This is an optimization exercise on Yosys and OpenROAD, whose aim is small area, a short achievable clock period and few clock cycles, not a production implementation.
No functional check of the RTL was part of any run shown here.
The clock input has no modelled driver; a real chip could not lean on it and would need a root buffer or a full tree.
Power figures rest on the tool's default switching activity, not on a simulated workload.

## design/flow/flow/run.sh

```bash
#!/bin/bash
# Layout flow: the standard flow (standard.sh: ORFS synthesis through
# final layout, unchanged constraints), with these settings changed:
#  - repair_timing is asked for a larger setup margin, so it keeps improving
#    paths beyond the 12 ns clock (the SDC and the clock are unchanged);
#  - clock tree synthesis clusters up to 25 flip-flops per leaf buffer and
#    inserts no dummy loads, which makes a smaller tree;
#  - flow/cts_hook.tcl removes the tree's root buffer, so the clock port
#    drives the four first-level buffers directly.
# Each tool's output goes to the ORFS logs under orfs/logs/; the make output
# goes to standard.log in this folder.
set -e
bash standard.sh \
  SETUP_SLACK_MARGIN=8.7 \
  "CTS_ARGS=-sink_clustering_enable -repair_clock_nets -dont_use_dummy_load -buf_list sky130_fd_sc_hd__clkbuf_16 -sink_clustering_size 25 -sink_clustering_max_diameter 100" \
  PRE_CTS_TCL=$PWD/flow/cts_hook.tcl \
  finish > standard.log 2>&1
```

## design/flow/flow/cts_hook.tcl

```tcl
rename clock_tree_synthesis orig_clock_tree_synthesis
proc clock_tree_synthesis { args } {
  orig_clock_tree_synthesis {*}$args
  set block [ord::get_db_block]
  set port [$block findBTerm clk_i]
  if { $port == "NULL" } { puts "cts_hook: no clk_i port"; return }
  set pnet [$port getNet]
  set pins [$pnet getITerms]
  if { [llength $pins] != 1 } {
    puts "cts_hook: clk_i drives [llength $pins] pins, tree left as built"
    return
  }
  set root [[lindex $pins 0] getInst]
  set onet ""
  foreach it [$root getITerms] {
    if { [$it isOutputSignal] } { set onet [$it getNet] }
  }
  if { $onet == "" || $onet == "NULL" } { puts "cts_hook: root has no output net"; return }
  set loads {}
  foreach it [$onet getITerms] {
    if { [$it getInst] != $root } { lappend loads $it }
  }
  if { [llength $loads] > 4 || [llength $loads] == 0 || [llength [$onet getBTerms]] > 0 } {
    puts "cts_hook: root [$root getName] drives [llength $loads] pins, tree left as built"
    return
  }
  foreach it $loads {
    puts "cts_hook: [[$it getInst] getName] now driven by clk_i"
    $it disconnect
    $it connect $pnet
  }
  puts "cts_hook: removed root buffer [$root getName] ([[$root getMaster] getName])"
  odb::dbInst_destroy $root
  odb::dbNet_destroy $onet
}
```

## design/flow/standard.sh

```bash
#!/bin/bash
# synth_recipe.tcl (not shown) runs the flow's synth.tcl, then flattens the netlist and writes it again
# the make line also repeats each setting of config.mk as NAME=value (left out here)
make -C /OpenROAD-flow-scripts/flow DESIGN_CONFIG=/design/flow/config.mk WORK_HOME=/design/flow/orfs CLKGATE_MAP_FILE= SYNTH_SCRIPT=/design/flow/synth_recipe.tcl "${@:-finish}"
```

## design/flow/config.mk

```make
export PLATFORM = sky130hd
export DESIGN_NAME = rv_top
export DESIGN_NICKNAME = rv_top
export VERILOG_FILES = /design/flow/design.v
export SDC_FILE = /design/flow/constraint.sdc
export NUM_CORES = 8
export LEC_CHECK = 0
export CAP_MARGIN = 20
export CORE_MARGIN = 2
export CORE_UTILIZATION = 40
export SETUP_SLACK_MARGIN = 0.5
export SLEW_MARGIN = 20
export SYNTH_HIERARCHICAL = 1
export SYNTH_MINIMUM_KEEP_SIZE = 0
```

## design/flow/constraint.sdc

```tcl
create_clock -name core_clock -period 12.0 [get_ports {clk_i}]
set_input_delay 2.4000 -clock core_clock [delete_from_list [all_inputs] [get_ports {clk_i}]]
set_output_delay 2.4000 -clock core_clock [all_outputs]
set_load 0.01 [all_outputs]
```

## design/flow/design.v

```verilog
package rv_pkg;
    typedef enum logic [3:0] {
        OP_AND = 4'h0,
        OP_OR  = 4'h1,
        OP_ADD = 4'h2,
        OP_SUB = 4'h6,
        OP_SLT = 4'h7,
        OP_NOR = 4'hC,
        OP_NOP = 4'hF
    } alu_operations_e;
endpackage
module cl_inv   (input a, output y);                 assign y = ~a;                    endmodule
module cl_nand2 (input a, b, output y);              assign y = ~(a & b);              endmodule
module cl_nor2  (input a, b, output y);              assign y = ~(a | b);              endmodule
module cl_xor2  (input a, b, output y);              assign y = a ^ b;                 endmodule
module cl_xnor2 (input a, b, output y);              assign y = ~(a ^ b);              endmodule
module cl_aoi21 (input a1, a2, b1, output y);        assign y = ~((a1 & a2) | b1);     endmodule
module cl_oai21 (input a1, a2, b1, output y);        assign y = ~((a1 | a2) & b1);     endmodule
module cl_mux2  (input a, b, s, output y);           assign y = s ? b : a;             endmodule
module rv_add32c (
    input  [31:0] a_i,
    input  [31:0] b_i,
    input         cin_i,
    output [31:0] s_o
);
    wire w1, w2, w3, w4, w5, w6, w7, w8, w9, w10, w11, w12, w13, w14, w15, w16, w17, w18, w19, w20, w21, w22, w23, w24, w25, w26, w27, w28, w29, w30, w31, w32, w33, w34, w35, w36, w37, w38, w39, w40, w41, w42, w43, w44, w45, w46, w47, w48, w49, w50, w51, w52, w53, w54, w55, w56, w57, w58, w59, w60, w61, w62, w63, w64, w65, w66, w67, w68, w69, w70, w71, w72, w73, w74, w75, w76, w77, w78, w79, w80, w81, w82, w83, w84, w85, w86, w87, w88, w89, w90, w91, w92, w93, w94, w95, w96, w97, w98, w99, w100, w101, w102, w103, w104, w105, w106, w107, w108, w109, w110, w111, w112, w113, w114, w115, w116, w117, w118, w119, w120, w121, w122, w123, w124, w125, w126, w127, w128, w129, w130, w131, w132, w133, w134, w135, w136, w137, w138, w139, w140, w141, w142, w143, w144, w145, w146, w147, w148, w149, w150, w151, w152, w153, w154, w155, w156, w157, w158, w159, w160, w161, w162, w163, w164, w165, w166, w167, w168, w169, w170, w171, w172, w173, w174, w175, w176, w177, w178, w179, w180, w181, w182, w183, w184, w185, w186, w187, w188, w189, w190, w191, w192, w193, w194, w195, w196, w197, w198, w199, w200, w201, w202, w203, w204, w205, w206, w207, w208, w209, w210, w211, w212, w213, w214, w215, w216, w217, w218, w219, w220, w221, w222, w223, w224, w225, w226, w227, w228, w229, w230, w231, w232, w233, w234, w235, w236, w237, w238, w239, w240, w241, w242, w243, w244, w245, w246, w247, w248, w249, w250, w251, w252, w253, w254, w255, w256, w257, w258, w259, w260, w261, w262, w263, w264, w265, w266, w267, w268, w269, w270, w271, w272, w273, w274, w275, w276, w277, w278, w279, w280, w281, w282, w283, w284, w285, w286, w287, w288, w289, w290, w291, w292, w293, w294, w295, w296, w297, w298, w299, w300, w301, w302, w303, w304, w305, w306, w307;
    cl_inv u1 (.a(cin_i), .y(w1));
    cl_nand2 u2 (.a(a_i[0]), .b(b_i[0]), .y(w2));
    cl_nor2 u3 (.a(a_i[0]), .b(b_i[0]), .y(w3));
    cl_xor2 u4 (.a(a_i[0]), .b(b_i[0]), .y(w4));
    cl_nand2 u5 (.a(a_i[1]), .b(b_i[1]), .y(w5));
    cl_nor2 u6 (.a(a_i[1]), .b(b_i[1]), .y(w6));
    cl_xor2 u7 (.a(a_i[1]), .b(b_i[1]), .y(w7));
    cl_nand2 u8 (.a(a_i[2]), .b(b_i[2]), .y(w8));
    cl_nor2 u9 (.a(a_i[2]), .b(b_i[2]), .y(w9));
    cl_xor2 u10 (.a(a_i[2]), .b(b_i[2]), .y(w10));
    cl_nand2 u11 (.a(a_i[3]), .b(b_i[3]), .y(w11));
    cl_nor2 u12 (.a(a_i[3]), .b(b_i[3]), .y(w12));
    cl_xor2 u13 (.a(a_i[3]), .b(b_i[3]), .y(w13));
    cl_nand2 u14 (.a(a_i[4]), .b(b_i[4]), .y(w14));
    cl_nor2 u15 (.a(a_i[4]), .b(b_i[4]), .y(w15));
    cl_xor2 u16 (.a(a_i[4]), .b(b_i[4]), .y(w16));
    cl_nand2 u17 (.a(a_i[5]), .b(b_i[5]), .y(w17));
    cl_nor2 u18 (.a(a_i[5]), .b(b_i[5]), .y(w18));
    cl_xor2 u19 (.a(a_i[5]), .b(b_i[5]), .y(w19));
    cl_nand2 u20 (.a(a_i[6]), .b(b_i[6]), .y(w20));
    cl_nor2 u21 (.a(a_i[6]), .b(b_i[6]), .y(w21));
    cl_xor2 u22 (.a(a_i[6]), .b(b_i[6]), .y(w22));
    cl_nand2 u23 (.a(a_i[7]), .b(b_i[7]), .y(w23));
    cl_nor2 u24 (.a(a_i[7]), .b(b_i[7]), .y(w24));
    cl_xor2 u25 (.a(a_i[7]), .b(b_i[7]), .y(w25));
    cl_nand2 u26 (.a(a_i[8]), .b(b_i[8]), .y(w26));
    cl_nor2 u27 (.a(a_i[8]), .b(b_i[8]), .y(w27));
    cl_xor2 u28 (.a(a_i[8]), .b(b_i[8]), .y(w28));
    cl_nand2 u29 (.a(a_i[9]), .b(b_i[9]), .y(w29));
    cl_nor2 u30 (.a(a_i[9]), .b(b_i[9]), .y(w30));
    cl_xor2 u31 (.a(a_i[9]), .b(b_i[9]), .y(w31));
    cl_nand2 u32 (.a(a_i[10]), .b(b_i[10]), .y(w32));
    cl_nor2 u33 (.a(a_i[10]), .b(b_i[10]), .y(w33));
    cl_xor2 u34 (.a(a_i[10]), .b(b_i[10]), .y(w34));
    cl_nand2 u35 (.a(a_i[11]), .b(b_i[11]), .y(w35));
    cl_nor2 u36 (.a(a_i[11]), .b(b_i[11]), .y(w36));
    cl_xor2 u37 (.a(a_i[11]), .b(b_i[11]), .y(w37));
    cl_nand2 u38 (.a(a_i[12]), .b(b_i[12]), .y(w38));
    cl_nor2 u39 (.a(a_i[12]), .b(b_i[12]), .y(w39));
    cl_xor2 u40 (.a(a_i[12]), .b(b_i[12]), .y(w40));
    cl_nand2 u41 (.a(a_i[13]), .b(b_i[13]), .y(w41));
    cl_nor2 u42 (.a(a_i[13]), .b(b_i[13]), .y(w42));
    cl_xor2 u43 (.a(a_i[13]), .b(b_i[13]), .y(w43));
    cl_nand2 u44 (.a(a_i[14]), .b(b_i[14]), .y(w44));
    cl_nor2 u45 (.a(a_i[14]), .b(b_i[14]), .y(w45));
    cl_xor2 u46 (.a(a_i[14]), .b(b_i[14]), .y(w46));
    cl_nand2 u47 (.a(a_i[15]), .b(b_i[15]), .y(w47));
    cl_nor2 u48 (.a(a_i[15]), .b(b_i[15]), .y(w48));
    cl_xor2 u49 (.a(a_i[15]), .b(b_i[15]), .y(w49));
    cl_nand2 u50 (.a(a_i[16]), .b(b_i[16]), .y(w50));
    cl_nor2 u51 (.a(a_i[16]), .b(b_i[16]), .y(w51));
    cl_xor2 u52 (.a(a_i[16]), .b(b_i[16]), .y(w52));
    cl_nand2 u53 (.a(a_i[17]), .b(b_i[17]), .y(w53));
    cl_nor2 u54 (.a(a_i[17]), .b(b_i[17]), .y(w54));
    cl_xor2 u55 (.a(a_i[17]), .b(b_i[17]), .y(w55));
    cl_nand2 u56 (.a(a_i[18]), .b(b_i[18]), .y(w56));
    cl_nor2 u57 (.a(a_i[18]), .b(b_i[18]), .y(w57));
    cl_xor2 u58 (.a(a_i[18]), .b(b_i[18]), .y(w58));
    cl_nand2 u59 (.a(a_i[19]), .b(b_i[19]), .y(w59));
    cl_nor2 u60 (.a(a_i[19]), .b(b_i[19]), .y(w60));
    cl_xor2 u61 (.a(a_i[19]), .b(b_i[19]), .y(w61));
    cl_nand2 u62 (.a(a_i[20]), .b(b_i[20]), .y(w62));
    cl_nor2 u63 (.a(a_i[20]), .b(b_i[20]), .y(w63));
    cl_xor2 u64 (.a(a_i[20]), .b(b_i[20]), .y(w64));
    cl_nand2 u65 (.a(a_i[21]), .b(b_i[21]), .y(w65));
    cl_nor2 u66 (.a(a_i[21]), .b(b_i[21]), .y(w66));
    cl_xor2 u67 (.a(a_i[21]), .b(b_i[21]), .y(w67));
    cl_nand2 u68 (.a(a_i[22]), .b(b_i[22]), .y(w68));
    cl_nor2 u69 (.a(a_i[22]), .b(b_i[22]), .y(w69));
    cl_xor2 u70 (.a(a_i[22]), .b(b_i[22]), .y(w70));
    cl_nand2 u71 (.a(a_i[23]), .b(b_i[23]), .y(w71));
    cl_nor2 u72 (.a(a_i[23]), .b(b_i[23]), .y(w72));
    cl_xor2 u73 (.a(a_i[23]), .b(b_i[23]), .y(w73));
    cl_nand2 u74 (.a(a_i[24]), .b(b_i[24]), .y(w74));
    cl_nor2 u75 (.a(a_i[24]), .b(b_i[24]), .y(w75));
    cl_xor2 u76 (.a(a_i[24]), .b(b_i[24]), .y(w76));
    cl_nand2 u77 (.a(a_i[25]), .b(b_i[25]), .y(w77));
    cl_nor2 u78 (.a(a_i[25]), .b(b_i[25]), .y(w78));
    cl_xor2 u79 (.a(a_i[25]), .b(b_i[25]), .y(w79));
    cl_nand2 u80 (.a(a_i[26]), .b(b_i[26]), .y(w80));
    cl_nor2 u81 (.a(a_i[26]), .b(b_i[26]), .y(w81));
    cl_xor2 u82 (.a(a_i[26]), .b(b_i[26]), .y(w82));
    cl_nand2 u83 (.a(a_i[27]), .b(b_i[27]), .y(w83));
    cl_nor2 u84 (.a(a_i[27]), .b(b_i[27]), .y(w84));
    cl_xor2 u85 (.a(a_i[27]), .b(b_i[27]), .y(w85));
    cl_nand2 u86 (.a(a_i[28]), .b(b_i[28]), .y(w86));
    cl_nor2 u87 (.a(a_i[28]), .b(b_i[28]), .y(w87));
    cl_xor2 u88 (.a(a_i[28]), .b(b_i[28]), .y(w88));
    cl_nand2 u89 (.a(a_i[29]), .b(b_i[29]), .y(w89));
    cl_nor2 u90 (.a(a_i[29]), .b(b_i[29]), .y(w90));
    cl_xor2 u91 (.a(a_i[29]), .b(b_i[29]), .y(w91));
    cl_nand2 u92 (.a(a_i[30]), .b(b_i[30]), .y(w92));
    cl_nor2 u93 (.a(a_i[30]), .b(b_i[30]), .y(w93));
    cl_xor2 u94 (.a(a_i[30]), .b(b_i[30]), .y(w94));
    cl_nand2 u95 (.a(a_i[31]), .b(b_i[31]), .y(w95));
    cl_nor2 u96 (.a(a_i[31]), .b(b_i[31]), .y(w96));
    cl_xor2 u97 (.a(a_i[31]), .b(b_i[31]), .y(w97));
    cl_oai21 u98 (.a1(w3), .a2(w1), .b1(w2), .y(w98));
    cl_oai21 u99 (.a1(w9), .a2(w5), .b1(w8), .y(w99));
    cl_nor2 u100 (.a(w9), .b(w6), .y(w100));
    cl_oai21 u101 (.a1(w15), .a2(w11), .b1(w14), .y(w101));
    cl_nor2 u102 (.a(w15), .b(w12), .y(w102));
    cl_oai21 u103 (.a1(w21), .a2(w17), .b1(w20), .y(w103));
    cl_nor2 u104 (.a(w21), .b(w18), .y(w104));
    cl_oai21 u105 (.a1(w27), .a2(w23), .b1(w26), .y(w105));
    cl_nor2 u106 (.a(w27), .b(w24), .y(w106));
    cl_oai21 u107 (.a1(w33), .a2(w29), .b1(w32), .y(w107));
    cl_nor2 u108 (.a(w33), .b(w30), .y(w108));
    cl_oai21 u109 (.a1(w39), .a2(w35), .b1(w38), .y(w109));
    cl_nor2 u110 (.a(w39), .b(w36), .y(w110));
    cl_oai21 u111 (.a1(w45), .a2(w41), .b1(w44), .y(w111));
    cl_nor2 u112 (.a(w45), .b(w42), .y(w112));
    cl_oai21 u113 (.a1(w51), .a2(w47), .b1(w50), .y(w113));
    cl_nor2 u114 (.a(w51), .b(w48), .y(w114));
    cl_oai21 u115 (.a1(w57), .a2(w53), .b1(w56), .y(w115));
    cl_nor2 u116 (.a(w57), .b(w54), .y(w116));
    cl_oai21 u117 (.a1(w63), .a2(w59), .b1(w62), .y(w117));
    cl_nor2 u118 (.a(w63), .b(w60), .y(w118));
    cl_oai21 u119 (.a1(w69), .a2(w65), .b1(w68), .y(w119));
    cl_nor2 u120 (.a(w69), .b(w66), .y(w120));
    cl_oai21 u121 (.a1(w75), .a2(w71), .b1(w74), .y(w121));
    cl_nor2 u122 (.a(w75), .b(w72), .y(w122));
    cl_oai21 u123 (.a1(w81), .a2(w77), .b1(w80), .y(w123));
    cl_nor2 u124 (.a(w81), .b(w78), .y(w124));
    cl_oai21 u125 (.a1(w87), .a2(w83), .b1(w86), .y(w125));
    cl_nor2 u126 (.a(w87), .b(w84), .y(w126));
    cl_oai21 u127 (.a1(w93), .a2(w89), .b1(w92), .y(w127));
    cl_nor2 u128 (.a(w93), .b(w90), .y(w128));
    cl_inv u129 (.a(w5), .y(w129));
    cl_inv u130 (.a(w6), .y(w130));
    cl_aoi21 u131 (.a1(w130), .a2(w98), .b1(w129), .y(w131));
    cl_aoi21 u132 (.a1(w100), .a2(w98), .b1(w99), .y(w132));
    cl_inv u133 (.a(w17), .y(w133));
    cl_inv u134 (.a(w18), .y(w134));
    cl_aoi21 u135 (.a1(w134), .a2(w101), .b1(w133), .y(w135));
    cl_nand2 u136 (.a(w134), .b(w102), .y(w136));
    cl_aoi21 u137 (.a1(w104), .a2(w101), .b1(w103), .y(w137));
    cl_nand2 u138 (.a(w104), .b(w102), .y(w138));
    cl_inv u139 (.a(w29), .y(w139));
    cl_inv u140 (.a(w30), .y(w140));
    cl_aoi21 u141 (.a1(w140), .a2(w105), .b1(w139), .y(w141));
    cl_nand2 u142 (.a(w140), .b(w106), .y(w142));
    cl_aoi21 u143 (.a1(w108), .a2(w105), .b1(w107), .y(w143));
    cl_nand2 u144 (.a(w108), .b(w106), .y(w144));
    cl_inv u145 (.a(w41), .y(w145));
    cl_inv u146 (.a(w42), .y(w146));
    cl_aoi21 u147 (.a1(w146), .a2(w109), .b1(w145), .y(w147));
    cl_nand2 u148 (.a(w146), .b(w110), .y(w148));
    cl_aoi21 u149 (.a1(w112), .a2(w109), .b1(w111), .y(w149));
    cl_nand2 u150 (.a(w112), .b(w110), .y(w150));
    cl_inv u151 (.a(w53), .y(w151));
    cl_inv u152 (.a(w54), .y(w152));
    cl_aoi21 u153 (.a1(w152), .a2(w113), .b1(w151), .y(w153));
    cl_nand2 u154 (.a(w152), .b(w114), .y(w154));
    cl_aoi21 u155 (.a1(w116), .a2(w113), .b1(w115), .y(w155));
    cl_nand2 u156 (.a(w116), .b(w114), .y(w156));
    cl_inv u157 (.a(w65), .y(w157));
    cl_inv u158 (.a(w66), .y(w158));
    cl_aoi21 u159 (.a1(w158), .a2(w117), .b1(w157), .y(w159));
    cl_nand2 u160 (.a(w158), .b(w118), .y(w160));
    cl_aoi21 u161 (.a1(w120), .a2(w117), .b1(w119), .y(w161));
    cl_nand2 u162 (.a(w120), .b(w118), .y(w162));
    cl_inv u163 (.a(w77), .y(w163));
    cl_inv u164 (.a(w78), .y(w164));
    cl_aoi21 u165 (.a1(w164), .a2(w121), .b1(w163), .y(w165));
    cl_nand2 u166 (.a(w164), .b(w122), .y(w166));
    cl_aoi21 u167 (.a1(w124), .a2(w121), .b1(w123), .y(w167));
    cl_nand2 u168 (.a(w124), .b(w122), .y(w168));
    cl_inv u169 (.a(w89), .y(w169));
    cl_inv u170 (.a(w90), .y(w170));
    cl_aoi21 u171 (.a1(w170), .a2(w125), .b1(w169), .y(w171));
    cl_nand2 u172 (.a(w170), .b(w126), .y(w172));
    cl_aoi21 u173 (.a1(w128), .a2(w125), .b1(w127), .y(w173));
    cl_nand2 u174 (.a(w128), .b(w126), .y(w174));
    cl_oai21 u175 (.a1(w12), .a2(w132), .b1(w11), .y(w175));
    cl_inv u176 (.a(w101), .y(w176));
    cl_inv u177 (.a(w102), .y(w177));
    cl_oai21 u178 (.a1(w177), .a2(w132), .b1(w176), .y(w178));
    cl_oai21 u179 (.a1(w136), .a2(w132), .b1(w135), .y(w179));
    cl_oai21 u180 (.a1(w138), .a2(w132), .b1(w137), .y(w180));
    cl_oai21 u181 (.a1(w36), .a2(w143), .b1(w35), .y(w181));
    cl_nor2 u182 (.a(w36), .b(w144), .y(w182));
    cl_inv u183 (.a(w109), .y(w183));
    cl_inv u184 (.a(w110), .y(w184));
    cl_oai21 u185 (.a1(w184), .a2(w143), .b1(w183), .y(w185));
    cl_nor2 u186 (.a(w184), .b(w144), .y(w186));
    cl_oai21 u187 (.a1(w148), .a2(w143), .b1(w147), .y(w187));
    cl_nor2 u188 (.a(w148), .b(w144), .y(w188));
    cl_oai21 u189 (.a1(w150), .a2(w143), .b1(w149), .y(w189));
    cl_nor2 u190 (.a(w150), .b(w144), .y(w190));
    cl_oai21 u191 (.a1(w60), .a2(w155), .b1(w59), .y(w191));
    cl_nor2 u192 (.a(w60), .b(w156), .y(w192));
    cl_inv u193 (.a(w117), .y(w193));
    cl_inv u194 (.a(w118), .y(w194));
    cl_oai21 u195 (.a1(w194), .a2(w155), .b1(w193), .y(w195));
    cl_nor2 u196 (.a(w194), .b(w156), .y(w196));
    cl_oai21 u197 (.a1(w160), .a2(w155), .b1(w159), .y(w197));
    cl_nor2 u198 (.a(w160), .b(w156), .y(w198));
    cl_oai21 u199 (.a1(w162), .a2(w155), .b1(w161), .y(w199));
    cl_nor2 u200 (.a(w162), .b(w156), .y(w200));
    cl_oai21 u201 (.a1(w84), .a2(w167), .b1(w83), .y(w201));
    cl_nor2 u202 (.a(w84), .b(w168), .y(w202));
    cl_inv u203 (.a(w125), .y(w203));
    cl_inv u204 (.a(w126), .y(w204));
    cl_oai21 u205 (.a1(w204), .a2(w167), .b1(w203), .y(w205));
    cl_nor2 u206 (.a(w204), .b(w168), .y(w206));
    cl_oai21 u207 (.a1(w172), .a2(w167), .b1(w171), .y(w207));
    cl_nor2 u208 (.a(w172), .b(w168), .y(w208));
    cl_oai21 u209 (.a1(w174), .a2(w167), .b1(w173), .y(w209));
    cl_nor2 u210 (.a(w174), .b(w168), .y(w210));
    cl_inv u211 (.a(w23), .y(w211));
    cl_inv u212 (.a(w24), .y(w212));
    cl_aoi21 u213 (.a1(w212), .a2(w180), .b1(w211), .y(w213));
    cl_aoi21 u214 (.a1(w106), .a2(w180), .b1(w105), .y(w214));
    cl_inv u215 (.a(w141), .y(w215));
    cl_inv u216 (.a(w142), .y(w216));
    cl_aoi21 u217 (.a1(w216), .a2(w180), .b1(w215), .y(w217));
    cl_inv u218 (.a(w143), .y(w218));
    cl_inv u219 (.a(w144), .y(w219));
    cl_aoi21 u220 (.a1(w219), .a2(w180), .b1(w218), .y(w220));
    cl_aoi21 u221 (.a1(w182), .a2(w180), .b1(w181), .y(w221));
    cl_aoi21 u222 (.a1(w186), .a2(w180), .b1(w185), .y(w222));
    cl_aoi21 u223 (.a1(w188), .a2(w180), .b1(w187), .y(w223));
    cl_aoi21 u224 (.a1(w190), .a2(w180), .b1(w189), .y(w224));
    cl_inv u225 (.a(w71), .y(w225));
    cl_inv u226 (.a(w72), .y(w226));
    cl_aoi21 u227 (.a1(w226), .a2(w199), .b1(w225), .y(w227));
    cl_nand2 u228 (.a(w226), .b(w200), .y(w228));
    cl_aoi21 u229 (.a1(w122), .a2(w199), .b1(w121), .y(w229));
    cl_nand2 u230 (.a(w122), .b(w200), .y(w230));
    cl_inv u231 (.a(w165), .y(w231));
    cl_inv u232 (.a(w166), .y(w232));
    cl_aoi21 u233 (.a1(w232), .a2(w199), .b1(w231), .y(w233));
    cl_nand2 u234 (.a(w232), .b(w200), .y(w234));
    cl_inv u235 (.a(w167), .y(w235));
    cl_inv u236 (.a(w168), .y(w236));
    cl_aoi21 u237 (.a1(w236), .a2(w199), .b1(w235), .y(w237));
    cl_nand2 u238 (.a(w236), .b(w200), .y(w238));
    cl_aoi21 u239 (.a1(w202), .a2(w199), .b1(w201), .y(w239));
    cl_nand2 u240 (.a(w202), .b(w200), .y(w240));
    cl_aoi21 u241 (.a1(w206), .a2(w199), .b1(w205), .y(w241));
    cl_nand2 u242 (.a(w206), .b(w200), .y(w242));
    cl_aoi21 u243 (.a1(w208), .a2(w199), .b1(w207), .y(w243));
    cl_nand2 u244 (.a(w208), .b(w200), .y(w244));
    cl_aoi21 u245 (.a1(w210), .a2(w199), .b1(w209), .y(w245));
    cl_nand2 u246 (.a(w210), .b(w200), .y(w246));
    cl_oai21 u247 (.a1(w48), .a2(w224), .b1(w47), .y(w247));
    cl_inv u248 (.a(w113), .y(w248));
    cl_inv u249 (.a(w114), .y(w249));
    cl_oai21 u250 (.a1(w249), .a2(w224), .b1(w248), .y(w250));
    cl_oai21 u251 (.a1(w154), .a2(w224), .b1(w153), .y(w251));
    cl_oai21 u252 (.a1(w156), .a2(w224), .b1(w155), .y(w252));
    cl_inv u253 (.a(w191), .y(w253));
    cl_inv u254 (.a(w192), .y(w254));
    cl_oai21 u255 (.a1(w254), .a2(w224), .b1(w253), .y(w255));
    cl_inv u256 (.a(w195), .y(w256));
    cl_inv u257 (.a(w196), .y(w257));
    cl_oai21 u258 (.a1(w257), .a2(w224), .b1(w256), .y(w258));
    cl_inv u259 (.a(w197), .y(w259));
    cl_inv u260 (.a(w198), .y(w260));
    cl_oai21 u261 (.a1(w260), .a2(w224), .b1(w259), .y(w261));
    cl_inv u262 (.a(w199), .y(w262));
    cl_inv u263 (.a(w200), .y(w263));
    cl_oai21 u264 (.a1(w263), .a2(w224), .b1(w262), .y(w264));
    cl_oai21 u265 (.a1(w228), .a2(w224), .b1(w227), .y(w265));
    cl_oai21 u266 (.a1(w230), .a2(w224), .b1(w229), .y(w266));
    cl_oai21 u267 (.a1(w234), .a2(w224), .b1(w233), .y(w267));
    cl_oai21 u268 (.a1(w238), .a2(w224), .b1(w237), .y(w268));
    cl_oai21 u269 (.a1(w240), .a2(w224), .b1(w239), .y(w269));
    cl_oai21 u270 (.a1(w242), .a2(w224), .b1(w241), .y(w270));
    cl_oai21 u271 (.a1(w244), .a2(w224), .b1(w243), .y(w271));
    cl_oai21 u272 (.a1(w246), .a2(w224), .b1(w245), .y(w272));
    cl_inv u273 (.a(w95), .y(w273));
    cl_inv u274 (.a(w96), .y(w274));
    cl_aoi21 u275 (.a1(w274), .a2(w272), .b1(w273), .y(w275));
    cl_xnor2 u276 (.a(w4), .b(w1), .y(w276));
    cl_xor2 u277 (.a(w7), .b(w98), .y(w277));
    cl_xnor2 u278 (.a(w10), .b(w131), .y(w278));
    cl_xnor2 u279 (.a(w13), .b(w132), .y(w279));
    cl_xor2 u280 (.a(w16), .b(w175), .y(w280));
    cl_xor2 u281 (.a(w19), .b(w178), .y(w281));
    cl_xor2 u282 (.a(w22), .b(w179), .y(w282));
    cl_xor2 u283 (.a(w25), .b(w180), .y(w283));
    cl_xnor2 u284 (.a(w28), .b(w213), .y(w284));
    cl_xnor2 u285 (.a(w31), .b(w214), .y(w285));
    cl_xnor2 u286 (.a(w34), .b(w217), .y(w286));
    cl_xnor2 u287 (.a(w37), .b(w220), .y(w287));
    cl_xnor2 u288 (.a(w40), .b(w221), .y(w288));
    cl_xnor2 u289 (.a(w43), .b(w222), .y(w289));
    cl_xnor2 u290 (.a(w46), .b(w223), .y(w290));
    cl_xnor2 u291 (.a(w49), .b(w224), .y(w291));
    cl_xor2 u292 (.a(w52), .b(w247), .y(w292));
    cl_xor2 u293 (.a(w55), .b(w250), .y(w293));
    cl_xor2 u294 (.a(w58), .b(w251), .y(w294));
    cl_xor2 u295 (.a(w61), .b(w252), .y(w295));
    cl_xor2 u296 (.a(w64), .b(w255), .y(w296));
    cl_xor2 u297 (.a(w67), .b(w258), .y(w297));
    cl_xor2 u298 (.a(w70), .b(w261), .y(w298));
    cl_xor2 u299 (.a(w73), .b(w264), .y(w299));
    cl_xor2 u300 (.a(w76), .b(w265), .y(w300));
    cl_xor2 u301 (.a(w79), .b(w266), .y(w301));
    cl_xor2 u302 (.a(w82), .b(w267), .y(w302));
    cl_xor2 u303 (.a(w85), .b(w268), .y(w303));
    cl_xor2 u304 (.a(w88), .b(w269), .y(w304));
    cl_xor2 u305 (.a(w91), .b(w270), .y(w305));
    cl_xor2 u306 (.a(w94), .b(w271), .y(w306));
    cl_xor2 u307 (.a(w97), .b(w272), .y(w307));
    assign s_o[0] = w276;
    assign s_o[1] = w277;
    assign s_o[2] = w278;
    assign s_o[3] = w279;
    assign s_o[4] = w280;
    assign s_o[5] = w281;
    assign s_o[6] = w282;
    assign s_o[7] = w283;
    assign s_o[8] = w284;
    assign s_o[9] = w285;
    assign s_o[10] = w286;
    assign s_o[11] = w287;
    assign s_o[12] = w288;
    assign s_o[13] = w289;
    assign s_o[14] = w290;
    assign s_o[15] = w291;
    assign s_o[16] = w292;
    assign s_o[17] = w293;
    assign s_o[18] = w294;
    assign s_o[19] = w295;
    assign s_o[20] = w296;
    assign s_o[21] = w297;
    assign s_o[22] = w298;
    assign s_o[23] = w299;
    assign s_o[24] = w300;
    assign s_o[25] = w301;
    assign s_o[26] = w302;
    assign s_o[27] = w303;
    assign s_o[28] = w304;
    assign s_o[29] = w305;
    assign s_o[30] = w306;
    assign s_o[31] = w307;
endmodule
module rv_add11 (
    input  [10:0] a_i,
    input  [10:0] b_i,
    output [10:0] s_o
);
    wire w1, w2, w3, w4, w5, w6, w7, w8, w9, w10, w11, w12, w13, w14, w15, w16, w17, w18, w19, w20, w21, w22, w23, w24, w25, w26, w27, w28, w29, w30, w31, w32, w33, w34, w35, w36, w37, w38, w39, w40, w41, w42, w43, w44, w45, w46, w47, w48, w49, w50, w51, w52, w53, w54, w55, w56, w57, w58, w59, w60, w61, w62, w63, w64, w65, w66, w67, w68, w69, w70, w71, w72, w73, w74, w75, w76, w77, w78;
    cl_nand2 u1 (.a(a_i[0]), .b(b_i[0]), .y(w1));
    cl_xor2 u2 (.a(a_i[0]), .b(b_i[0]), .y(w2));
    cl_nand2 u3 (.a(a_i[1]), .b(b_i[1]), .y(w3));
    cl_nor2 u4 (.a(a_i[1]), .b(b_i[1]), .y(w4));
    cl_xor2 u5 (.a(a_i[1]), .b(b_i[1]), .y(w5));
    cl_nand2 u6 (.a(a_i[2]), .b(b_i[2]), .y(w6));
    cl_nor2 u7 (.a(a_i[2]), .b(b_i[2]), .y(w7));
    cl_xor2 u8 (.a(a_i[2]), .b(b_i[2]), .y(w8));
    cl_nand2 u9 (.a(a_i[3]), .b(b_i[3]), .y(w9));
    cl_nor2 u10 (.a(a_i[3]), .b(b_i[3]), .y(w10));
    cl_xor2 u11 (.a(a_i[3]), .b(b_i[3]), .y(w11));
    cl_nand2 u12 (.a(a_i[4]), .b(b_i[4]), .y(w12));
    cl_nor2 u13 (.a(a_i[4]), .b(b_i[4]), .y(w13));
    cl_xor2 u14 (.a(a_i[4]), .b(b_i[4]), .y(w14));
    cl_nand2 u15 (.a(a_i[5]), .b(b_i[5]), .y(w15));
    cl_nor2 u16 (.a(a_i[5]), .b(b_i[5]), .y(w16));
    cl_xor2 u17 (.a(a_i[5]), .b(b_i[5]), .y(w17));
    cl_nand2 u18 (.a(a_i[6]), .b(b_i[6]), .y(w18));
    cl_nor2 u19 (.a(a_i[6]), .b(b_i[6]), .y(w19));
    cl_xor2 u20 (.a(a_i[6]), .b(b_i[6]), .y(w20));
    cl_nand2 u21 (.a(a_i[7]), .b(b_i[7]), .y(w21));
    cl_nor2 u22 (.a(a_i[7]), .b(b_i[7]), .y(w22));
    cl_xor2 u23 (.a(a_i[7]), .b(b_i[7]), .y(w23));
    cl_nand2 u24 (.a(a_i[8]), .b(b_i[8]), .y(w24));
    cl_nor2 u25 (.a(a_i[8]), .b(b_i[8]), .y(w25));
    cl_xor2 u26 (.a(a_i[8]), .b(b_i[8]), .y(w26));
    cl_nand2 u27 (.a(a_i[9]), .b(b_i[9]), .y(w27));
    cl_nor2 u28 (.a(a_i[9]), .b(b_i[9]), .y(w28));
    cl_xor2 u29 (.a(a_i[9]), .b(b_i[9]), .y(w29));
    cl_nand2 u30 (.a(a_i[10]), .b(b_i[10]), .y(w30));
    cl_nor2 u31 (.a(a_i[10]), .b(b_i[10]), .y(w31));
    cl_xor2 u32 (.a(a_i[10]), .b(b_i[10]), .y(w32));
    cl_oai21 u33 (.a1(w4), .a2(w1), .b1(w3), .y(w33));
    cl_oai21 u34 (.a1(w10), .a2(w6), .b1(w9), .y(w34));
    cl_nor2 u35 (.a(w10), .b(w7), .y(w35));
    cl_oai21 u36 (.a1(w16), .a2(w12), .b1(w15), .y(w36));
    cl_nor2 u37 (.a(w16), .b(w13), .y(w37));
    cl_oai21 u38 (.a1(w22), .a2(w18), .b1(w21), .y(w38));
    cl_nor2 u39 (.a(w22), .b(w19), .y(w39));
    cl_oai21 u40 (.a1(w28), .a2(w24), .b1(w27), .y(w40));
    cl_nor2 u41 (.a(w28), .b(w25), .y(w41));
    cl_inv u42 (.a(w6), .y(w42));
    cl_inv u43 (.a(w7), .y(w43));
    cl_aoi21 u44 (.a1(w43), .a2(w33), .b1(w42), .y(w44));
    cl_aoi21 u45 (.a1(w35), .a2(w33), .b1(w34), .y(w45));
    cl_inv u46 (.a(w18), .y(w46));
    cl_inv u47 (.a(w19), .y(w47));
    cl_aoi21 u48 (.a1(w47), .a2(w36), .b1(w46), .y(w48));
    cl_nand2 u49 (.a(w47), .b(w37), .y(w49));
    cl_aoi21 u50 (.a1(w39), .a2(w36), .b1(w38), .y(w50));
    cl_nand2 u51 (.a(w39), .b(w37), .y(w51));
    cl_inv u52 (.a(w30), .y(w52));
    cl_inv u53 (.a(w31), .y(w53));
    cl_aoi21 u54 (.a1(w53), .a2(w40), .b1(w52), .y(w54));
    cl_nand2 u55 (.a(w53), .b(w41), .y(w55));
    cl_oai21 u56 (.a1(w13), .a2(w45), .b1(w12), .y(w56));
    cl_inv u57 (.a(w36), .y(w57));
    cl_inv u58 (.a(w37), .y(w58));
    cl_oai21 u59 (.a1(w58), .a2(w45), .b1(w57), .y(w59));
    cl_oai21 u60 (.a1(w49), .a2(w45), .b1(w48), .y(w60));
    cl_oai21 u61 (.a1(w51), .a2(w45), .b1(w50), .y(w61));
    cl_inv u62 (.a(w24), .y(w62));
    cl_inv u63 (.a(w25), .y(w63));
    cl_aoi21 u64 (.a1(w63), .a2(w61), .b1(w62), .y(w64));
    cl_aoi21 u65 (.a1(w41), .a2(w61), .b1(w40), .y(w65));
    cl_inv u66 (.a(w54), .y(w66));
    cl_inv u67 (.a(w55), .y(w67));
    cl_aoi21 u68 (.a1(w67), .a2(w61), .b1(w66), .y(w68));
    cl_xnor2 u69 (.a(w5), .b(w1), .y(w69));
    cl_xor2 u70 (.a(w8), .b(w33), .y(w70));
    cl_xnor2 u71 (.a(w11), .b(w44), .y(w71));
    cl_xnor2 u72 (.a(w14), .b(w45), .y(w72));
    cl_xor2 u73 (.a(w17), .b(w56), .y(w73));
    cl_xor2 u74 (.a(w20), .b(w59), .y(w74));
    cl_xor2 u75 (.a(w23), .b(w60), .y(w75));
    cl_xor2 u76 (.a(w26), .b(w61), .y(w76));
    cl_xnor2 u77 (.a(w29), .b(w64), .y(w77));
    cl_xnor2 u78 (.a(w32), .b(w65), .y(w78));
    assign s_o[0] = w2;
    assign s_o[1] = w69;
    assign s_o[2] = w70;
    assign s_o[3] = w71;
    assign s_o[4] = w72;
    assign s_o[5] = w73;
    assign s_o[6] = w74;
    assign s_o[7] = w75;
    assign s_o[8] = w76;
    assign s_o[9] = w77;
    assign s_o[10] = w78;
endmodule
module rf_aoi3 (
    input  a0, b0, a1, b1, a2, b2,
    output y
);
    assign y = ~((a0 & b0) | (a1 & b1) | (a2 & b2));
endmodule
module rf_aoi2 (
    input  a0, b0, a1, b1,
    output y
);
    assign y = ~((a0 & b0) | (a1 & b1));
endmodule
module rf_bit #(
    parameter int N = 33
) (
    input  [N-1:0] q,
    input  [N-1:0] sel,
    output         o
);
    localparam int G = N / 3;            
    localparam int R = N % 3;            
    logic [G + (R > 0) - 1:0] n;
    for (genvar g = 0; g < G; g++) begin : g_aoi
        rf_aoi3 u_aoi (
            .a0 ( q[3*g]   ), .b0 ( sel[3*g]   ),
            .a1 ( q[3*g+1] ), .b1 ( sel[3*g+1] ),
            .a2 ( q[3*g+2] ), .b2 ( sel[3*g+2] ),
            .y  ( n[g]     )
        );
    end
    if (R == 2) begin : g_r2
        rf_aoi2 u_aoi (.a0(q[3*G]), .b0(sel[3*G]), .a1(q[3*G+1]), .b1(sel[3*G+1]), .y(n[G]));
    end else if (R == 1) begin : g_r1
        assign n[G] = ~(q[3*G] & sel[3*G]);
    end
    assign o = ~&n;
endmodule
module regfile #(
    parameter int NA = 2,
    parameter int NB = 3
) (
    input               clk_i,
    input        [ 3:0] lo_a_i,
    input        [ 7:0] hi_a_i,
    input        [NA-1:0]      xa_en_i,
    input        [NA-1:0][31:0] xa_i,
    output logic [31:0] rd_a_o,
    input        [ 3:0] lo_b_i,
    input        [ 7:0] hi_b_i,
    input        [NB-1:0]      xb_en_i,
    input        [NB-1:0][31:0] xb_i,
    output logic [31:0] rd_b_o,
    input        [ 4:0] wa_i,
    input        [31:0] wd_i,
    input               we_i
);
    logic [31:0] reg_array [31:1];
    for (genvar i = 1; i < 32; i++) begin : g_reg
        always_ff @(posedge clk_i) begin
            if (we_i && (wa_i == 5'(i))) begin
                reg_array[i] <= wd_i;
            end
        end
    end
    logic [31:1] sel_a, sel_b;
    always_comb begin
        for (int i = 1; i < 32; i++) begin
            sel_a[i] = lo_a_i[i % 4] & hi_a_i[i / 4];
            sel_b[i] = lo_b_i[i % 4] & hi_b_i[i / 4];
        end
    end
    for (genvar b = 0; b < 32; b++) begin : g_bit
        logic [31:1] col;
        for (genvar i = 1; i < 32; i++) begin : g_col
            assign col[i] = reg_array[i][b];
        end
        logic [NA-1:0] xa_b;
        logic [NB-1:0] xb_b;
        for (genvar j = 0; j < NA; j++) begin : g_xa
            assign xa_b[j] = xa_i[j][b];
        end
        for (genvar j = 0; j < NB; j++) begin : g_xb
            assign xb_b[j] = xb_i[j][b];
        end
        rf_bit #(.N(31 + NA)) u_rd_a (
            .q   ( {col, xa_b}      ),
            .sel ( {sel_a, xa_en_i} ),
            .o   ( rd_a_o[b]        )
        );
        rf_bit #(.N(31 + NB)) u_rd_b (
            .q   ( {col, xb_b}      ),
            .sel ( {sel_b, xb_en_i} ),
            .o   ( rd_b_o[b]        )
        );
    end
endmodule
module rv_top (
    input               clk_i,
    input               rst_ni,
    output logic [31:0] addr_o,
    input        [31:0] instr_i,
    input        [31:0] data_i,
    output logic        data_we_o,
    output logic [31:0] data_o,
    output logic [31:0] data_addr_o
);
    logic [11:1] pc_f;           
    logic        v_d;            
    logic [31:0] ir_d;           
    logic [11:1] pc_d;           
    logic        byp_a_d;        
    logic        byp_b_d;        
    logic        imm_d;          
    logic        v_e;
    logic        wr_e, ld_e, st_e, br_e;
    logic        add_e, sub_e, and_e, or_e, lui_e;
    logic        fa_e, fb_e;     
    logic [ 4:0] rd_e;
    logic [31:0] a_e, b_e;       
    logic [11:0] simm_e;         
    logic [11:1] tgt_e;
    logic        wr_m, ld_m, st_m;
    logic [ 4:0] rd_m;
    logic [31:0] res_m, s_m;
    logic [31:0] addr_m;         
    logic        stall_d;        
    logic        redir_e;        
    assign addr_o = {20'b0, pc_f, 1'b0};
    logic        jmp_f;
    logic [11:1] tgt_f;
    assign jmp_f = instr_i[6] & (instr_i[19:15] == instr_i[24:20]);
    rv_add11 u_tgt_f (
        .a_i ( pc_f ),
        .b_i ( {instr_i[7], instr_i[30:25], instr_i[11:8]} ),
        .s_o ( tgt_f )
    );
    logic        btb_v;
    logic [11:1] btb_pc, btb_tgt;
    logic [11:1] seq_f;
    logic        hit_f;
    logic        jmp_d;
    logic [11:1] tgt_d;
    assign seq_f = pc_f + 11'd2;
    assign hit_f = btb_v & (seq_f == btb_pc);
    always_ff @(posedge clk_i) begin
        if (!rst_ni) begin
            btb_v <= 1'b0;
        end else if (v_d && jmp_d) begin
            btb_v <= 1'b1;
        end
    end
    always_ff @(posedge clk_i) begin
        if (v_d && jmp_d) begin
            btb_pc  <= pc_d;
            btb_tgt <= tgt_d;
        end
    end
    logic [11:1] early_f;
    logic        late_f;
    always_comb begin
        if (!rst_ni)       early_f = '0;
        else if (redir_e)  early_f = tgt_e;
        else if (stall_d)  early_f = pc_d;
        else if (hit_f)    early_f = btb_tgt;
        else               early_f = seq_f;
    end
    assign late_f = rst_ni & ~redir_e & ~stall_d;
    logic        take_f;
    logic [11:1] next_f;
    assign take_f = late_f & jmp_f;
    for (genvar i = 1; i < 12; i++) begin : g_next_f
        cl_mux2 u_mux (.a(early_f[i]), .b(tgt_f[i]), .s(take_f), .y(next_f[i]));
    end
    always_ff @(posedge clk_i) begin
        pc_f <= next_f;
    end
    always_ff @(posedge clk_i) begin
        if (!rst_ni) begin
            v_d <= 1'b0;
        end else begin
            v_d <= ~redir_e & ~stall_d;
        end
    end
    logic       byp_a_f, byp_b_f, imm_f;
    logic [3:0] lo_a_d, lo_b_d;
    logic [7:0] hi_a_d, hi_b_d;
    assign byp_a_f = v_e & wr_e & (rd_e == instr_i[19:15]);
    assign byp_b_f = v_e & wr_e & (rd_e == instr_i[24:20]);
    assign imm_f   = ~instr_i[5] | instr_i[2];            
    always_ff @(posedge clk_i) begin
        ir_d    <= instr_i;
        pc_d    <= pc_f;
        byp_a_d <= byp_a_f;
        byp_b_d <= byp_b_f;
        imm_d   <= imm_f;
        for (int i = 0; i < 4; i++) begin
            lo_a_d[i] <= (instr_i[16:15] == 2'(i));
            lo_b_d[i] <= (instr_i[21:20] == 2'(i));
        end
        for (int i = 0; i < 8; i++) begin
            hi_a_d[i] <= (instr_i[19:17] == 3'(i)) & ~byp_a_f;
            hi_b_d[i] <= (instr_i[24:22] == 3'(i)) & ~byp_b_f & ~imm_f;
        end
    end
    logic [6:0] op_d;
    logic [4:0] rs1_d, rs2_d, rd_d;
    logic [2:0] f3_d;
    assign op_d  = ir_d[6:0];
    assign rd_d  = ir_d[11:7];
    assign f3_d  = ir_d[14:12];
    assign rs1_d = ir_d[19:15];
    assign rs2_d = ir_d[24:20];
    logic is_br_d, is_lui_d, is_alu_d, is_r_d, is_ld_d, is_st_d;
    assign is_br_d  = op_d[6];
    assign is_lui_d = op_d[2];
    assign is_alu_d = op_d[4];                        
    assign is_r_d   = op_d[5] & op_d[4] & ~op_d[2];
    assign is_ld_d  = ~op_d[6] & ~op_d[5] & ~op_d[4];
    assign is_st_d  = ~op_d[6] &  op_d[5] & ~op_d[4];
    logic wr_d, use1_d, use2_d;
    assign wr_d   = (is_alu_d | is_ld_d) & (rd_d != 5'd0);
    assign use1_d = ~is_lui_d;
    assign use2_d = op_d[5] & ~op_d[2];                
    logic [31:0] immb_d;
    assign immb_d = is_lui_d ? {ir_d[31:12], 12'b0} : {{20{ir_d[31]}}, ir_d[31:20]};
    logic [31:0] wb_data;
    logic [31:0] a_d, b_d;
    assign wb_data = ld_m ? data_i : res_m;
    regfile #(.NA(2), .NB(3)) u_regfile (
        .clk_i    ( clk_i                ),
        .lo_a_i   ( lo_a_d               ),
        .hi_a_i   ( hi_a_d               ),
        .xa_en_i  ( {byp_a_d & ld_m, byp_a_d & ~ld_m} ),
        .xa_i     ( {data_i, res_m}      ),
        .rd_a_o   ( a_d                  ),
        .lo_b_i   ( lo_b_d               ),
        .hi_b_i   ( hi_b_d               ),
        .xb_en_i  ( {byp_b_d & ~imm_d & ld_m, byp_b_d & ~imm_d & ~ld_m, imm_d} ),
        .xb_i     ( {data_i, res_m, immb_d} ),
        .rd_b_o   ( b_d                  ),
        .wa_i     ( rd_m                 ),
        .wd_i     ( wb_data              ),
        .we_i     ( wr_m                 )
    );
    assign jmp_d = is_br_d & (rs1_d == rs2_d);
    assign tgt_d = pc_d + {ir_d[7], ir_d[30:25], ir_d[11:8]};
    logic hit1_e, hit2_e;
    assign hit1_e  = v_e & wr_e & (rd_e == rs1_d);
    assign hit2_e  = v_e & wr_e & (rd_e == rs2_d);
    assign stall_d = v_d & ~jmp_d & ld_e & ((use1_d & hit1_e) | (use2_d & hit2_e));
    logic b30_d, zero3_d;
    assign b30_d   = ir_d[30];
    assign zero3_d = (f3_d == 3'b000);
    always_ff @(posedge clk_i) begin
        if (!rst_ni) begin
            v_e <= 1'b0;
        end else begin
            v_e <= v_d & ~stall_d & ~redir_e;
        end
    end
    always_ff @(posedge clk_i) begin
        wr_e   <= wr_d;
        ld_e   <= is_ld_d;
        st_e   <= is_st_d;
        br_e   <= is_br_d & ~jmp_d;
        lui_e  <= is_lui_d;
        add_e  <= is_ld_d | is_st_d | (is_alu_d & ~is_lui_d & zero3_d);
        sub_e  <= is_r_d & zero3_d & b30_d;
        and_e  <= is_alu_d & ~is_lui_d & (f3_d == 3'b111) & ~b30_d;
        or_e   <= is_alu_d & ~is_lui_d & (f3_d == 3'b110) & ~b30_d;
        fa_e   <= hit1_e;
        fb_e   <= hit2_e & use2_d;
        rd_e   <= rd_d;
        a_e    <= a_d;
        b_e    <= b_d;
        simm_e <= {ir_d[31:25], ir_d[11:7]};
        tgt_e  <= tgt_d;
    end
    logic [31:0] a_x, b_x, o_x, sum_e, res_e;
    assign a_x = fa_e ? res_m : a_e;
    assign b_x = fb_e ? res_m : b_e;
    assign o_x = st_e ? {{20{simm_e[11]}}, simm_e} : b_x ^ {32{sub_e}};
    rv_add32c u_add (
        .a_i   ( a_x   ),
        .b_i   ( o_x   ),
        .cin_i ( sub_e ),
        .s_o   ( sum_e )
    );
    always_comb begin
        res_e = 32'b0;
        if (add_e)      res_e = sum_e;
        else if (and_e) res_e = a_x & b_x;
        else if (or_e)  res_e = a_x | b_x;
        else if (lui_e) res_e = b_e;
    end
    assign redir_e = v_e & br_e & (a_x == b_x);
    always_ff @(posedge clk_i) begin
        if (!rst_ni) begin
            wr_m <= 1'b0;
            st_m <= 1'b0;
        end else begin
            wr_m <= v_e & wr_e;
            st_m <= v_e & st_e;
        end
    end
    always_ff @(posedge clk_i) begin
        ld_m  <= ld_e;
        rd_m  <= rd_e;
        res_m  <= res_e;
        addr_m <= sum_e;
        s_m    <= b_x;
    end
    assign data_we_o   = st_m;
    assign data_addr_o = addr_m;
    assign data_o      = s_m;
endmodule
```

==> results of run 1 <==
## critical path, cell delays in order (launching register included)
cell and delay, ns:
dfxtp_4 0.45, buf_12 0.15, buf_12 0.13, buf_16 0.15
mux2i_4 0.27, ha_1 0.29, nor4_4 0.52, nand2_2 0.12
or4_4 0.59, nor2b_4 0.17, nand2_2 0.13, nor2_4 0.07
buf_12 0.15, mux2_4 0.29
## through the flow
stage                     utilization, %  hold WS, ns  area [sq um]  cells
final                               45.6        0.364         61600   5774
after global routing                45.6        0.372         61600   5770
after CTS                           45.1        0.364         60900   5744
after detailed placement            43.3        0.350         58400   5634
after global placement              43.2        0.352         58400   5633
after floorplan                        -        0.329         54400   3738
## worst min-delay path by stage
stage               from         to
2_1_floorplan  simm_e[0]    rd_m[0]
3_3_place_gp        ld_e       ld_m
3_5_place_dp        ld_e       ld_m
4_1_cts             ld_e       ld_m
5_1_grt             ld_e       ld_m
6_report        ir_d[11]  simm_e[4]
## modules after synthesis (local to each module, per instance), excerpt
module     area [sq um]  copies in the design
cl_xor2            8.76                    69
cl_nand2           3.75                    65
cl_inv             3.75                    55
cl_nor2            3.75                    71
rf_aoi3            10.0                   704
rv_add32c           240                     1
cl_mux2            15.0                    11
cl_oai21           5.00                    57
rv_top            12600                     1
rv_add11           82.6                     1
cl_aoi21           8.76                    38
## layout make-up
cell class | count | area, sq um | share of cell area (%)
repair buffers | 324 | 2960 | 4.80
well taps | 1781 | 2230 | 3.62
clock buffers | 59 | 1480 | 2.40
diodes | 5 | 12.5 | 0.0203
inverters | 135 | 507 | 0.823
multi-input cells | 2173 | 18200 | 29.5
flip-flops and latches | 1297 | 36200 | 58.8
## registers in the layout, summed over array words and instances, names as in the netlist, 4 cells and up
register / flops
u_regfile.reg_array: 992
a_e: 32
addr_m: 32
b_e: 32
res_m: 32
s_m: 32
ir_d: 29
simm_e: 12
btb_pc: 11
btb_tgt: 11
pc_d: 11
pc_f: 11
tgt_e: 11
hi_a_d: 8
hi_b_d: 8
rd_m: 5
lo_a_d: 4
lo_b_d: 4
## kinds of logic after synthesis
kind of cell             synth area share [%]
AO/OA/AOI/OAI                            16.3
XOR/XNOR                                 2.80
adder cells (fa/ha/maj)                  1.78
buffers and inverters                    2.34
flip-flops                               66.5
multiplexers                             3.01
other                                 0.00691
AND/OR/NAND/NOR                          7.21
## what timing repair did
action                                  4_1_cts  5_1_grt
endpoints found under the setup margin      847      140
pin swaps                                    40       48
hold buffers                                  0        0
gates resized for setup                     613      123
setup buffers                                47       23
cloned                                        4        2
## layout by cell type, fill, tap and decap left out, types with 12 or more instances in the layout
master | Yosys | layout
nor2_4 | 0 | 35
ha_1 | 75 | 64
o21ai_2 | 0 | 15
nor2b_1 | 22 | 20
mux2i_2 | 0 | 13
mux2_2 | 65 | 65
o21ai_1 | 57 | 69
edfxtp_1 | 1014 | 1014
a2111o_1 | 32 | 32
dfxtp_1 | 283 | 222
dlygate4sd2_1 | 0 | 32
clkbuf_16 | 0 | 60
mux2i_1 | 72 | 39
o21ai_0 | 76 | 42
dfxtp_4 | 0 | 12
nor2_1 | 160 | 120
buf_12 | 0 | 15
or3_1 | 33 | 31
mux2_4 | 12 | 12
xnor2_1 | 43 | 42
buf_4 | 64 | 158
nand4_1 | 137 | 137
dfxtp_2 | 0 | 49
conb_1 | 1 | 21
a21oi_2 | 39 | 34
inv_1 | 135 | 135
mux2i_4 | 0 | 20
xor2_1 | 125 | 125
nand3_1 | 73 | 72
buf_6 | 1 | 56
nand2_1 | 198 | 190
and2_2 | 0 | 61
a222oi_1 | 704 | 704
a21oi_1 | 49 | 49
buf_2 | 2 | 36
## power groups by stage
stage,Sequential (mW),Combinational [mW],Clock (mW)
6_report,5.35,1.34,2.25
5_1_grt,5.36,1.42,2.38
4_1_cts,5.33,1.21,2.23
3_5_place_dp,5.41,1.15,0
3_3_place_gp,5.41,1.14,0
2_1_floorplan,5.38,0.696,0
## metal layers
layer | track usage, % | up-vias
met2 | 49.5 | 4538
met3 | 13.9 | 1153
met1 | 40.1 | 20600
li1 | - | 16400
met4 | 23.3 | 12
met5 | 1.15 | -
==> run notes, run 1 <==
* Startpoint types: register
* Die area at 0.139 sq mm
* Kind of critical path: reg -> reg
* Post-route setup slack at 8.34 ns
* Post-synthesis register bit count at 1297
* P_int at 6.54 mW
* RSZ-0062 raised after global routing: yes
* Post-synthesis cell type count at 63
* Post-Syn Area at 0.0543 sq mm
* Share of the synthesized area in the top cell type at 56.1%
* Post-route setup TNS at 0 ns
* Initial antenna violation count at 17
* DP HPWL at 139000 um
* Power per cell area at 145 mW/mm^2
* Clock-pin slew of the registers on the worst-case setup and hold paths at 0.10 ns
* Switching Share at 26.9%
* Main flop type after synthesis: edfxtp_1
* Synth-to-layout area growth at 13.4%
* Vias per cell at 7.40
* Syn_area_per_cell at 14.6 sq um
* Row count at 135
* Reg2reg path depth at 13
* Power share of the sequential group at 59.8%
* Mapped Cells at 3718
* Metal3 WL at 40700 um
* Vias in the first global route at 40300
* Hold WC Path Type: reg -> reg
* Fin. max-slew vios at 0
* Synth area leader: edfxtp_1
* Dpl ws at 6.18 ns
* Ports at 163
* Wire per inst at 42.2 um
* Drt drc at 0
* CP endpoint kind: register
* Total GRT Usage at 33.7%
* Fin crit share at 30.5%
* Max-cap viol count at 0
* NetSw at 2.41 mW
* Status: timing/DRC/antenna clean
* Starting Density at 40.2%
* Total Wirelength at 244000 um
* CP required at 12.37 ns
* Slew @ Worst Pin at 1.18 ns
* Post-route minimum period at 3.66 ns
* Crit path from: fb_e
* Reg2Reg Launch Point: fb_e
* Wl on met1 at 79200 um
* Endpoints failing setup at 0
* Highest Signal Layer: met5
* Worst IR Drop VDD at 0.000117 V
* Synth Warn # at 9
* WL met2 at 102000 um
* Share of cells above drive strength 1 at 18.2%
* Synth top area cells: edfxtp_1 56%, a222oi_1 13%, dfxtp_1 10%
* Final Hold Viols at 0
* # nets final at 4132
* Most frequent cell after synthesis: edfxtp_1
* Synth cell count leaders: 1014 x edfxtp_1, 704 x a222oi_1, 283 x dfxtp_1
* P_leak at 21.0 nW
* Clk_skew at 0.0835 ns
* Fmax at 273 MHz
* Clock power share at 25.2%
* Core ar. at 0.135 sq mm
* Relative slew margins at 20.6%
* Ys async rst share at 0%
* Number of fill cells at 11900
* Reg2reg setup slack at 8.34 ns
* Worst hold path depth at 0
* Routed Antenna Nets at 0
* GPL Wtd Cong at 0.951
* Port bufs at 138
* Worst Path Arrival at 4.03 ns
* Vias at 42700
* Clock sink count at 1297
* Total power at 8.94 mW
* Number of synthesized flops with an enable pin at 1014
* First DRT Iteration DRCs at 12700
* Sequential share of the synthesized area at 66.5%
* Comb power frac at 15.0%
* Gr ovfl total at 0
* Worst-Skew Late Latency at 0.52 ns
* First-pass GRT wire length at 320000 um
* Die W at 372 um
* Reg-to-reg endpoint: pc_f[11]
* Pin count of the biggest net entering global routing at 65
* Die Span Y at 372 um
* Setup crit end: pc_f[11]
* First drt pass iteration count at 17
* CP max FO at 10
==> run 2: changes to the inputs <==
--- a/design/flow/design.v
+++ b/design/flow/design.v
@@ -586,6 +586,7 @@
     logic [31:0] res_m, s_m;
     logic [31:0] addr_m;         
     logic        stall_d;        
+    logic        redir_d;        
     logic        redir_e;        
     assign addr_o = {20'b0, pc_f, 1'b0};
     logic        jmp_f;
@@ -617,7 +618,7 @@
             btb_tgt <= tgt_d;
         end
     end
-    logic [11:1] early_f;
+    logic [11:1] early_f, mid_f;
     logic        late_f;
     always_comb begin
         if (!rst_ni)       early_f = '0;
@@ -629,9 +630,10 @@
     assign late_f = rst_ni & ~redir_e & ~stall_d;
     logic        take_f;
     logic [11:1] next_f;
-    assign take_f = late_f & jmp_f;
+    assign take_f = late_f & ~redir_d & jmp_f;
     for (genvar i = 1; i < 12; i++) begin : g_next_f
-        cl_mux2 u_mux (.a(early_f[i]), .b(tgt_f[i]), .s(take_f), .y(next_f[i]));
+        cl_mux2 u_mid (.a(early_f[i]), .b(tgt_d[i]), .s(redir_d), .y(mid_f[i]));
+        cl_mux2 u_mux (.a(mid_f[i]), .b(tgt_f[i]), .s(take_f), .y(next_f[i]));
     end
     always_ff @(posedge clk_i) begin
         pc_f <= next_f;
@@ -640,7 +642,7 @@
         if (!rst_ni) begin
             v_d <= 1'b0;
         end else begin
-            v_d <= ~redir_e & ~stall_d;
+            v_d <= ~redir_e & ~stall_d & ~redir_d;
         end
     end
     logic       byp_a_f, byp_b_f, imm_f;
@@ -710,6 +712,10 @@
     assign hit1_e  = v_e & wr_e & (rd_e == rs1_d);
     assign hit2_e  = v_e & wr_e & (rd_e == rs2_d);
     assign stall_d = v_d & ~jmp_d & ld_e & ((use1_d & hit1_e) | (use2_d & hit2_e));
+    logic early_d, sumz_e;
+    assign early_d = v_d & is_br_d & ~jmp_d & add_e & ~ld_e &
+                     (((rs2_d == 5'd0) & hit1_e) | ((rs1_d == 5'd0) & hit2_e));
+    assign redir_d = early_d & sumz_e;
     logic b30_d, zero3_d;
     assign b30_d   = ir_d[30];
     assign zero3_d = (f3_d == 3'b000);
@@ -724,7 +730,7 @@
         wr_e   <= wr_d;
         ld_e   <= is_ld_d;
         st_e   <= is_st_d;
-        br_e   <= is_br_d & ~jmp_d;
+        br_e   <= is_br_d & ~jmp_d & ~early_d;
         lui_e  <= is_lui_d;
         add_e  <= is_ld_d | is_st_d | (is_alu_d & ~is_lui_d & zero3_d);
         sub_e  <= is_r_d & zero3_d & b30_d;
@@ -756,6 +762,7 @@
         else if (lui_e) res_e = b_e;
     end
     assign redir_e = v_e & br_e & (a_x == b_x);
+    assign sumz_e  = (sum_e == 32'b0);
     always_ff @(posedge clk_i) begin
         if (!rst_ni) begin
             wr_m <= 1'b0;
==> run 2 against run 1 <==
Critical endpoint is now pc_f[8]. Clock-buffer cell count is 1 lower. Register-to-register slack worse by 0.74 ns. Clock power hardly changed. Via count is 0.30% lower. Synthesized area is 0.39% higher.
==> run notes, run 2 <==
* Status: timing/DRC/antenna clean
* Vias in the first global route at 39800 (-1.2%)
* Total power at 8.99 mW (+0.51%)
* NetSw at 2.46 mW (+2.3%)
* Pin count of the biggest net entering global routing at 65 (unchanged)
* Post-route minimum period at 4.40 ns (+0.740 ns)
* DP HPWL at 137000 um (-1.4%)
* Clock sink count at 1297 (unchanged)
* First drt pass iteration count at 12 (-5)
* Reg2Reg Launch Point: fb_e
* Max reg flops at 992 (unchanged)
* Post-Syn Area at 0.0545 sq mm (+0.39%)
* Ports at 163 (unchanged)
* Crit path from: fb_e
* Post-synthesis register bit count at 1297 (unchanged)
* Clock power share at 24.7% (-0.5 points)
* Worst Path Arrival at 4.77 ns (+0.74 ns)
* Wire per inst at 40.7 um (-3.5%)
* Core ar. at 0.135 sq mm (+0.13%)
* Largest Register: u_regfile.reg_array
* Die area at 0.139 sq mm (+0.39%)
* Worst IR Drop VDD at 0.000119 V (+1.5%)
* Total GRT Usage at 32.2% (-1.5 points)
* Number of synthesized flops with an enable pin at 1014 (unchanged)
* Row count at 135 (unchanged)
* Synth-to-layout area growth at 12.9%
* Starting Density at 40.3% (+0.11 points)
* Util after Layout at 45.5% (-0.085 points)
* Clk_skew at 0.0648 ns (-0.0187 ns)
* Synth Warn # at 9 (unchanged)
* Synth top area cells: edfxtp_1 56%, a222oi_1 13%, dfxtp_1 10%
* Fin crit share at 36.7% (+6.2 points)
* Endpoints failing setup at 0 (unchanged)
* RSZ-0062 raised after global routing: yes
* Total Wirelength at 236000 um (-3.2%)
* Slew @ Worst Pin at 1.13 ns (-0.0480 ns)
* Post-route setup slack at 7.60 ns (-0.740 ns)
* Die W at 373 um (+0.19%)
* Synth area leader: edfxtp_1
* Post-synthesis cell type count at 61 (-3.2%)
* Syn_area_per_cell at 14.6 sq um (about the same)
* Port bufs at 138 (unchanged)
* First-pass GRT wire length at 314000 um (-1.7%)
* GPL Wtd Cong at 0.948 (-0.32%)
* Hold WC Path Type: reg -> reg
* Ys async rst share at 0% (unchanged)
* P_int at 6.53 mW (-0.14%)
* Vias per cell at 7.36 (-0.55%)
* Die Span Y at 373 um (+0.19%)
* CP max FO at 9 (-1)
* Most frequent cells in the layout: 1014 x edfxtp_1, 704 x a222oi_1, 222 x dfxtp_1, 195 x nand2_1, 166 x buf_4
* Main flop type after synthesis: edfxtp_1
* Routed Antenna Nets at 0 (unchanged)
* Post-route setup TNS at 0 ns (unchanged)
* Initial antenna violation count at 12 (-5)
* Hold Crit Start: ld_e
* Power per cell area at 146 mW/mm^2 (+0.57%)
* Final Hold Viols at 0 (unchanged)
* P_leak at 20.9 nW (-0.24%)
* Drt drc at 0 (unchanged)
* Mapped Cells at 3731 (+0.35%)
* Vias at 42600 (-0.30%)
* CP endpoint kind: register
* Relative slew margins at 24.3% (+3.8 points)
* Fin. max-slew vios at 0 (unchanged)
* First DRT Iteration DRCs at 13800 (+8.6%)
* Switching Share at 27.4% (+0.48 points)
* Most frequent cell after synthesis: edfxtp_1
* Max-cap viol count at 0 (unchanged)
* Gr ovfl total at 0 (unchanged)
* Kind of critical path: reg -> reg
* Most common cell after layout, fill and taps aside: edfxtp_1
* Clock-pin slew of the registers on the worst-case setup and hold paths at 0.09 ns (about the same)
* Synth cell count leaders: 1014 x edfxtp_1, 704 x a222oi_1, 283 x dfxtp_1
* Worst-Skew Late Latency at 0.53 ns (about the same)
* Share of the synthesized area in the top cell type at 55.9% (-0.22 points)
* Fmax at 227 MHz (-17%)
* Sequential share of the synthesized area at 66.3% (-0.26 points)
* # nets final at 4139 (+0.17%)
* Comb power frac at 15.0% (about the same)
* Dpl ws at 6.10 ns (-0.0792 ns)
* CP required at 12.37 ns (about the same)
* Share of cells above drive strength 1 at 19.0% (+0.84 points)
* Startpoint types: register
* Power share of the sequential group at 60.3% (+0.5 points)
==> run 2: modules after synthesis, one instance, submodules excluded, excerpt <==
module / area (sq um) / flops+latches / copies in the design
rf_aoi3: 10.0 / 0 / 704
cl_inv: 3.75 / 0 / 55
cl_nor2: 3.75 / 0 / 71
rv_top: 12600 / 305 / 1
cl_xor2: 8.76 / 0 / 69
cl_nand2: 3.75 / 0 / 65
cl_oai21: 5.00 / 0 / 57
cl_aoi21: 8.76 / 0 / 38
cl_mux2: 15.0 / 0 / 22
rv_add11: 82.6 / 0 / 1
rv_add32c: 240 / 0 / 1
cl_xnor2: 8.76 / 0 / 16
==> run 2: metal layers <==
layer	routed length, um	global-route usage [%]	vias to the layer above
li1	-	-	16500
met1	81500	41.2	20800
met2	95700	45.5	4460
met3	44500	15.6	887
met4	14100	15.5	12
met5	215	1.12	-
==> run 2: metrics by stage <==
stage	instances	hold slack (ns)	area (sq um)
2_1_floorplan	3751	0.329	54800
3_3_place_gp	5647	0.358	58700
6_report	5789	0.372	61500
3_5_place_dp	5647	0.352	58700
5_1_grt	5782	0.383	61500
4_1_cts	5753	0.370	61000
==> run 2: logic make-up (layout without fill, tap and decap cells) <==
| kind of cell | count (synthesis) | in the layout | share of synthesized area (%) |
|---|---|---|---|
| DFF | 1297 | 1297 | 66.3 |
| AOI/OAI and AO/OA | 974 | 974 | 16.3 |
| and+or+nand+nor | 783 | 784 | 7.21 |
| buffers and inverters | 268 | 511 | 2.31 |
| xor gates and xnor gates | 171 | 171 | 2.88 |
| muxes | 161 | 161 | 3.31 |
| adders and majority gates | 76 | 76 | 1.76 |
| other | 1 | 34 | 0.00688 |
==> run 2: power by group through the flow <==
stage | clock network, mW | registers [mW] | logic (mW)
after floorplan | 0 | 5.38 | 0.726
after global placement | 0 | 5.46 | 1.14
after detailed placement | 0 | 5.46 | 1.17
after CTS | 2.21 | 5.38 | 1.26
after global routing | 2.36 | 5.42 | 1.43
final | 2.22 | 5.42 | 1.35
==> run 2: layout make-up <==
type | instances | area (sq um)
flip-flops and latches | 1297 | 36200
diodes | 13 | 32.5
multi-input cells | 2187 | 18400
inverters | 136 | 510
clock buffers | 58 | 1450
well taps | 1781 | 2230
fillers | 11900 | 73800
repair buffers | 317 | 2720
==> run 2: critical path: stages, from the launching register on <==
cell	delay (ns)
dfxtp_4	0.39
buf_12	0.12
buf_16	0.16
mux2i_4	0.26
xor2_1	0.10
o21ai_2	0.20
nand2_1	0.12
o21ai_2	0.19
a21oi_4	0.07
o21ai_4	0.21
a21oi_4	0.09
buf_12	0.15
buf_4	0.14
o21ai_1	0.20
xor2_1	0.34
nor4_2	0.11
nand4_1	0.15
nor2_1	0.06
and2_4	0.17
buf_4	0.13
nor3_4	0.20
and4_4	0.38
mux2_4	0.31
==> run 2: worst paths after layout <==
path | end | slack (ns) | depth (start not counted)
max | pc_f[8] | 7.60 | 22
min | ld_m | 0.37 | 0
max reg2reg | pc_f[8] | 7.60 | 22
min reg2reg | ld_m | 0.37 | 0
==> run 2: what timing repair did <==
action                     4_1_cts  5_1_grt
setup buffers                   46       22
hold buffers                     0        0
gates cloned                     2        1
pin swaps                       54       42
setup endpoints to repair      875      123
resized for setup              554      141

[separate check: timing with driven ports]
How much do the figures lean on ideal ports? The routed layouts below were timed once more, with nothing changed but the port constraints. Step 1, drivers: a clkbuf_16 drives clk_i and a buf_2 each remaining input, both assumed. Step 2 times the ports against the registers' clock, not the clock port: input delays grow and output delays shrink by t, the midpoint of the rising clock arrivals with the driver on. Slacks: no drivers / after step 1 / after step 2; pairs: no drivers / after step 1.
run	shift t [ns]	setup slack, ns	worst setup path after step 2	worst data-port slew with drivers (ns)
run 1	0.640	8.342 / 8.343 / 7.954	input to register	0.08
run 2	0.645	7.602 / 7.602 / 7.360	input to register	0.09
After both steps setup and hold are still met in every run listed. For run 1, which loses most, drivers alone change the setup slack by +0.001 ns; drivers and shift together by -0.388 ns.
